What follows belongs to an exercise in optimizing a design on an open flow for small area; a production flow would make more cautious choices. The RTL was checked by simulation tests, not by an equivalence proof against the original design. Power is estimated from default activity; no workload was simulated.

--- config.mk ---
export PLATFORM = sky130hd
export DESIGN_NAME = pianotiles
export DESIGN_NICKNAME = pianotiles
export VERILOG_FILES = /design/flow/design.v
export SDC_FILE = /design/flow/constraint.sdc
export NUM_CORES = 4
export LEC_CHECK = 0
export CAP_MARGIN = 20
export CORE_MARGIN = 2
export CORE_UTILIZATION = 40
export PLACE_DENSITY = 0.6
export SLEW_MARGIN = 20
--- design.v ---
module pianotiles(
		CLOCK_50,
		reset,
		KEY,
		plot,
		vga_x,
		vga_y,
		vga_colour,
		HEX0,
		HEX1,
		LEDR
		);
	input 			CLOCK_50;
	input			reset;
	input 	[3:0] KEY;
	output			plot;
	output	[8:0]	vga_x;
	output	[7:0]	vga_y;
	output	[2:0]	vga_colour;
	output [6:0] HEX0;
	output [6:0] HEX1;
	output [17:0] LEDR;
	reg [1:0] game_state;
	assign LEDR[1:0] = game_state;
	assign LEDR[3:2] = 2'b00;
	assign LEDR[5:4] = game_state;
	assign LEDR[13:6] = 8'd0;
	assign LEDR[17:14] = KEY;
	assign plot = (game_state == 2'd1);
	reg [3:0] rate;
	wire tick = (rate == 4'd7);
	always @(posedge CLOCK_50)
		if (reset) rate <= 4'd0;
		else rate <= rate + 4'd1;
	reg [8:0] n0;
	reg [5:0] n1;
	always @(posedge CLOCK_50)
		if (reset) begin
			n0 <= 9'h100;
			n1 <= 6'h20;
		end else begin
			n0 <= {n0[7:0], n0[3] ^ n0[8]};
			n1 <= {n1[4:0], n1[5] ^ n1[0]};
		end
	wire [1:0] rnd = {n0[0], n1[0]};
	reg [7:0] S;
	reg [5:0] f;
	reg [1:0] q0, q1, q2, q3, q4, q5;
	reg [50:0] B;
	reg [5:0] A;	 
	reg [1:0] ac;
	reg [7:0] score;
	function [2:0] tile_idx;
		input [7:0] r;
		input [5:0] ff;
		reg [8:0] d;
		begin
			d = {1'b0, r} - {3'b0, ff};
			if (d[8] || d == 9'd0) tile_idx = 3'd0;
			else if (d <= 9'd51) tile_idx = 3'd1;
			else if (d <= 9'd102) tile_idx = 3'd2;
			else if (d <= 9'd153) tile_idx = 3'd3;
			else if (d <= 9'd204) tile_idx = 3'd4;
			else tile_idx = 3'd5;
		end
	endfunction
	function [1:0] pick;
		input [2:0] i;
		input [1:0] c0, c1, c2, c3, c4, c5;
		case (i)
			3'd0: pick = c0;
			3'd1: pick = c1;
			3'd2: pick = c2;
			3'd3: pick = c3;
			3'd4: pick = c4;
			default: pick = c5;
		endcase
	endfunction
	wire new_tile = (f == 6'd51);
	wire [5:0] nf = new_tile ? 6'd1 : f + 6'd1;
	wire [1:0] nq0 = new_tile ? rnd : q0;
	wire [1:0] nq1 = new_tile ? q0 : q1;
	wire [1:0] nq2 = new_tile ? q1 : q2;
	wire [1:0] nq3 = new_tile ? q2 : q3;
	wire [1:0] nq4 = new_tile ? q3 : q4;
	wire [1:0] nq5 = new_tile ? q4 : q5;
	wire [7:0] nS = (S == 8'd240) ? S : S + 8'd1;
	wire [50:0] sB = {B[49:0], (S >= 8'd189)};
	wire lit239 = sB[49] & (nS >= 8'd239);
	wire [1:0] c239 = pick(tile_idx(8'd239, nf), nq0, nq1, nq2, nq3, nq4, nq5);
	wire hit = (A != 6'd63) && (A != 6'd0) && (KEY == ~(4'b1000 >> ac));
	wire [49:0] clr;
	genvar gi;
	generate
		for (gi = 0; gi < 50; gi = gi + 1) begin : g_clr
			assign clr[gi] = hit && (A >= 6'd50 - gi) &&
				(pick(tile_idx(8'd190 + gi, nf), nq0, nq1, nq2, nq3, nq4, nq5) == ac);
		end
	endgenerate
	wire start = tick && (game_state != 2'd1) && (KEY != 4'hf);
	wire step = tick && (game_state == 2'd1);
	always @(posedge CLOCK_50) begin
		if (reset) begin
			game_state <= 2'd0;
			S <= 8'd0;
			score <= 8'd0;
		end else if (start) begin
			game_state <= 2'd1;
			S <= 8'd0;
			f <= 6'd1;
			q0 <= rnd;
			A <= 6'd63;
			ac <= 2'd0;
			score <= 8'd0;
		end else if (step) begin
			S <= nS;
			f <= nf;
			q0 <= nq0; q1 <= nq1; q2 <= nq2; q3 <= nq3; q4 <= nq4; q5 <= nq5;
			B <= sB & ~{1'b0, clr};
			if (A == 6'd63) begin
				if (lit239) begin
					A <= 6'd50;
					ac <= c239;
				end
			end else if (A != 6'd0) begin
				if (hit) begin
					score <= score + 8'd1;
					if (lit239 && c239 != ac) begin
						A <= 6'd50;
						ac <= c239;
					end else
						A <= 6'd63;
				end else
					A <= A - 6'd1;
			end else
				game_state <= 2'd2;
		end
	end
	reg [8:0] x;
	reg [7:0] y;
	reg [2:0] colour;
	wire xwrap = (x == 9'd320);
	wire [8:0] nx = xwrap ? 9'd0 : x + 9'd1;
	wire [7:0] ny = xwrap ? ((y == 8'd240) ? 8'd0 : y + 8'd1) : y;
	wire [1:0] cx = (nx < 9'd80) ? 2'd0 : (nx < 9'd160) ? 2'd1 :
		(nx < 9'd240) ? 2'd2 : (nx < 9'd320) ? 2'd3 : 2'd0;
	wire [63:0] Bv = {B[1:0], 13'd0, B[50:2]};
	wire blit = Bv[ny[5:0]];
	wire lit = (ny != 8'd0) && (S >= ny) && ((ny < 8'd190) || blit);
	wire [1:0] rc = pick(tile_idx(ny, f), q0, q1, q2, q3, q4, q5);
	always @(posedge CLOCK_50)
		if (reset) begin
			x <= 9'd0;
			y <= 8'd0;
			colour <= 3'b111;
		end else begin
			x <= nx;
			y <= ny;
			colour <= (lit && rc == cx) ? {1'b0, cx} + 3'd1 : 3'b111;
		end
	assign vga_x = x;
	assign vga_y = y;
	assign vga_colour = colour;
	hex_decoder hd1(score[7:4], HEX1);
	hex_decoder hd0(score[3:0], HEX0);
endmodule
module hex_decoder(hex_digit, segments);
    input [3:0] hex_digit;
    output reg [6:0] segments;
    always @(*)
        case (hex_digit)
            4'h0: segments = 7'b100_0000;
            4'h1: segments = 7'b111_1001;
            4'h2: segments = 7'b010_0100;
            4'h3: segments = 7'b011_0000;
            4'h4: segments = 7'b001_1001;
            4'h5: segments = 7'b001_0010;
            4'h6: segments = 7'b000_0010;
            4'h7: segments = 7'b111_1000;
            4'h8: segments = 7'b000_0000;
            4'h9: segments = 7'b001_1000;
            4'hA: segments = 7'b000_1000;
            4'hB: segments = 7'b000_0011;
            4'hC: segments = 7'b100_0110;
            4'hD: segments = 7'b010_0001;
            4'hE: segments = 7'b000_0110;
            default: segments = 7'b000_1110;
        endcase
endmodule
--- run.sh ---
#!/bin/bash
# synth_recipe.tcl (not shown) runs the flow's synth.tcl, then flattens the netlist and writes it again
# the make line also repeats each setting of config.mk as NAME=value (left out here)
make -C /OpenROAD-flow-scripts/flow DESIGN_CONFIG=/design/flow/config.mk WORK_HOME=/design/flow/orfs CLKGATE_MAP_FILE= SYNTH_SCRIPT=/design/flow/synth_recipe.tcl finish
--- constraint.sdc ---
create_clock -name core_clock -period 10.0 [get_ports {CLOCK_50}]
set_input_delay 2.0000 -clock core_clock [delete_from_list [all_inputs] [get_ports {CLOCK_50}]]
set_output_delay 2.0000 -clock core_clock [all_outputs]
set_load 0.01 [all_outputs]
==> flow_summary.yaml <==
run_status:
  outcome: "finished clean"
job:
  drv_cap: 0
worst_setup_path:
  reg2reg_depth: 15
  start_of_the_worst_register_to_register_path: "f[0]$_SDFFCE_PP1P_"
  crit_path_max_fanout: 27
  critPathArrivalTime_ns: 6.03
  setup.worst_path.class: "reg -> reg"
  setup.worst_path.start_class: "register"
  critPathLaunch: "f[0]$_SDFFCE_PP1P_"
  cp-end-kind: "register"
  critPathRequiredTime_ns: 10.16
power_and_ir_drop:
  p_switching_uw: 358
  power_per_unit_of_standard_cell_area_nw_per_um2: 81.6
  int_pwr_uw: 995
  peak_supply_drop_mv: 0.110
  comb_power_share: 0.037
  power.sequential.fraction: 0.474
  total_leakage_power_uw: 0.00606
  proportion_of_power_drawn_by_the_clock_network: 0.489
  swShare: 0.264
route:
  met2_length_mm: 24.6
  routed_wire_length_per_instance_um: 22.6
  remaining_drc_errors: 0
  routed.top_layer: "met4"
  detailedRoute.firstPassIterationCount: 6
  detailroute.wirelength.met3_mm: 4.26
  met1Wirelength_mm: 22.5
  detail-route-antenna-nets: 0
  drt_first_iter_violations: 1693
  vias: 15000
  vias_per_cell: 6.31
  drt_wl_total_mm: 53.7
synthesis:
  yosys.area.top_type_share: 0.152
  ys.warnings.count: 2
  synthesis.area_per_instance_um2: 8.04
  netlist_area_um2: 15200
  seq_area_frac_synth: 0.246
  netlist.top_cell.by_area: "sky130_fd_sc_hd__edfxtp_1"
  number_of_different_library_cells_in_the_post_synthesis_netlist: 105
  synth.ff_latch_count: 148
  synth_cells: 1891
  top_cells_by_area_in_the_synthesized_netlist: "sky130_fd_sc_hd__edfxtp_1, sky130_fd_sc_hd__dfxtp_1, sky130_fd_sc_hd__xnor2_1, sky130_fd_sc_hd__ha_1, sky130_fd_sc_hd__a21oi_1"
  synth-edff-count: 77
  synth_top_flop_cell: "sky130_fd_sc_hd__edfxtp_1"
  synth_async_sr_flop_share: 0
sta:
  finalWorstPathRequiredPeriod_ns: 5.87
  rsz_0062_raised_after_global_routing: "no"
  final_hold_viol_count: 0
  crit_share_post_route: 0.587
  timing.hold.ws_ns: 0.417
  slew_worst_pin_ns: 1.12
  timing.final.max_slew_violations: 0
  fin_worst_skew_ns: 0.0220
  timing.final.setup_violations: 0
  worst_slew_margin_rel: 0.253
  max_clock_freq_mhz: 170
  fin_setup_tns_ns: 0
grt:
  antenna_found_initial: 0
  grt_overflow: 0
  first_global_vias: 14000
  largest_net_degree_at_the_start_of_global_routing: 62
  wire_length_of_the_first_global_routing_pass_mm: 82.5
  grt.total_usage: 0.272
clock_network:
  postCtsSetupBuffers: 0
  cts_num_sinks: 148
  clk_latency_ns: 0.46
  total_clock_buffers_created_by_cts: 17
  ctsHtreeMaxLevel: 4
  tritoncts: "built"
  clk_root_buffer_cell: "sky130_fd_sc_hd__clkbuf_16"
  postCtsHoldBufs: 0
  clk_pin_slew_worst_paths_ns: 0.07
  cts.repair.resized: 0
  cts-root-to-sink-buffers: 2
final_layout:
  num-nets-final: 1945
  areaGrowthSynthToFinish_pct: 9.04
  final_antenna_diode_count: 0
  post_route_cells_drive_above_1_share: 0.0733
floorplan:
  fp.dieArea_um2: 39600
  die_h_um: 199
  fp.dieW_um: 199
  placement_rows: 71
  core-area_um2: 37600
  io-pin-count: 59
  initial_core_util: 0.404
hold_path:
  worst_hold_path.num_cells: 1
  min_path_type: "reg -> reg"
  startpoint_of_the_most_critical_hold_path: "n1[4]$_SDFF_PP0_"
placement:
  detailed_place_hpwl_mm: 38.9
  place.port_buffers: 48
  globalplace.congestion: 0.953
per-stage QoR:
stage,setup WS (ns),total power (uW),cell area (um^2),utilization,instances
6_report,4.13,1350,16600,0.441,2379
5_1_grt,3.75,1390,16600,0.441,2379
4_1_cts,4.27,1360,16600,0.441,2379
3_5_place_dp,4.26,705,16000,0.425,2347
3_3_place_gp,4.43,704,16000,0.425,2347
2_1_floorplan,4.54,690,15200,-,1900
kinds of logic (layout without fill, tap and decap cells):
group	count (synthesis)	after routing	share of synthesized area
compound gates	594	594	0.274
xor+xnor	194	194	0.115
fa+ha+maj	84	84	0.0696
buf+inv	212	180	0.0595
flops	148	148	0.246
mux	42	42	0.0333
other cells	1	10	0.000247
simple gates	616	616	0.203
worst max-delay path, stage by stage, from the launching register on:
cell and delay, ns:
sky130_fd_sc_hd__edfxtp_1 0.74, sky130_fd_sc_hd__ha_1 0.39, sky130_fd_sc_hd__and4_1 0.23, sky130_fd_sc_hd__buf_4 0.32, sky130_fd_sc_hd__nor2_4 0.15, sky130_fd_sc_hd__inv_2 0.29
sky130_fd_sc_hd__ha_1 0.97, sky130_fd_sc_hd__o21ai_0 0.71, sky130_fd_sc_hd__a21boi_0 0.35, sky130_fd_sc_hd__o21a_1 0.20, sky130_fd_sc_hd__mux2i_1 0.09, sky130_fd_sc_hd__mux2i_1 0.42
sky130_fd_sc_hd__xor2_1 0.15, sky130_fd_sc_hd__a21o_1 0.22, sky130_fd_sc_hd__nand3_1 0.14, sky130_fd_sc_hd__and2_1 0.19
synth_stat cells (all sizes together), types with 11 or more instances:
| cell type | instances |
|---|---|
| o31a | 21 |
| o22ai | 36 |
| a211oi | 20 |
| a22o | 11 |
| o41a | 22 |
| xor2 | 58 |
| a221oi | 33 |
| o221ai | 12 |
| o211ai | 25 |
| or2 | 12 |
| mux2i | 28 |
| edfxtp | 77 |
| and2 | 20 |
| nand2b | 18 |
| nor3 | 49 |
| nand4 | 18 |
| nor2 | 149 |
| a21o | 24 |
| dfxtp | 71 |
| nor2b | 31 |
| inv | 70 |
| a21oi | 131 |
| buf | 52 |
| nand2 | 173 |
| nand3 | 67 |
| a31oi | 56 |
| o21ai | 89 |
| clkbuf | 88 |
| ha | 83 |
| and3 | 22 |
| xnor2 | 136 |
final timing paths:
check                         to  slack [ns]
min reg2reg     n1[5]$_SDFF_PP1_        0.42
max reg2reg  ac[1]$_SDFFCE_PP0P_        4.13
min             n1[5]$_SDFF_PP1_        0.42
max          ac[1]$_SDFFCE_PP0P_        4.13
flip-flops by register name, summed over array words and instances (netlist names), 3 cells and up:
register	cells
f	6
HEX1	7
colour	3
rate	4
score	8
S	8
y	8
B	51
A	6
n1	6
HEX0	7
n0	9
x	9
area by class of cell:
class                           instances  area [um^2]
Clock inverter                         15          178
Timing Repair Buffer                   76          691
Multi-Input combinational cell       1540        10600
Clock buffer                           17          425
Fill cell                            3741        21000
Inverter                               72          270
Tap cell                              511          639
Sequential cell                       148         3730
power by group through the flow:
stage,registers [uW],logic [uW],clock network (uW)
floorplan,654,36.4,0
global placement,655,49.2,0
detailed placement,655,49.8,0
CTS,641,50.0,672
global route,642,55.3,694
finish,641,50.7,661
layout by cell type, fill, tap and decap left out, types with 12 or more instances in the layout:
cell	instances
sky130_fd_sc_hd__nand2_1	173
sky130_fd_sc_hd__nor2_1	144
sky130_fd_sc_hd__xnor2_1	132
sky130_fd_sc_hd__a21oi_1	126
sky130_fd_sc_hd__ha_1	83
sky130_fd_sc_hd__o21ai_0	80
sky130_fd_sc_hd__edfxtp_1	77
sky130_fd_sc_hd__dfxtp_1	71
sky130_fd_sc_hd__nand3_1	66
sky130_fd_sc_hd__inv_1	60
sky130_fd_sc_hd__xor2_1	57
sky130_fd_sc_hd__a31oi_1	56
sky130_fd_sc_hd__nor3_1	48
sky130_fd_sc_hd__clkdlybuf4s50_1	48
sky130_fd_sc_hd__o22ai_1	36
sky130_fd_sc_hd__a221oi_1	33
sky130_fd_sc_hd__nor2b_1	31
sky130_fd_sc_hd__mux2i_1	28
sky130_fd_sc_hd__buf_4	28
sky130_fd_sc_hd__o211ai_1	25
sky130_fd_sc_hd__a21o_1	24
sky130_fd_sc_hd__and3_1	22
sky130_fd_sc_hd__o41a_1	22
sky130_fd_sc_hd__o31a_1	21
sky130_fd_sc_hd__nand4_1	18
sky130_fd_sc_hd__nand2b_1	18
sky130_fd_sc_hd__and2_1	18
sky130_fd_sc_hd__a211oi_1	18
sky130_fd_sc_hd__clkbuf_16	17
sky130_fd_sc_hd__o221ai_1	12
routing by layer:
layer	vias up	GRT usage
li1	6934	-
met1	7248	0.356
met2	714	0.438
met3	109	0.0466
met4	0	0.119
met5	-	0

-- re-timing with driven ports --
In the flow no input, the clock included, has a driving cell. The finished layout below was timed again as built, in two steps.
Step 1, drivers: a clkbuf_16 drives CLOCK_50 and a buf_2 each remaining input, both assumed.
Step 2, shift: input delay + t, output delay - t, t = (earliest + latest rising clock arrival at the registers) / 2. This alone moves slack from input paths to output paths.
a / b / c = ideal / step 1 / step 2; a / b = the first two.
shift t [ns]: 0.500
setup slack, ns: 4.131 / 4.131 / 4.131
hold WS [ns]: 0.417 / 0.417 / 0.417
After both steps this run still meets setup and hold. The setup slack of this run moves by 0.000 ns with the drivers and by 0.000 ns with both steps.
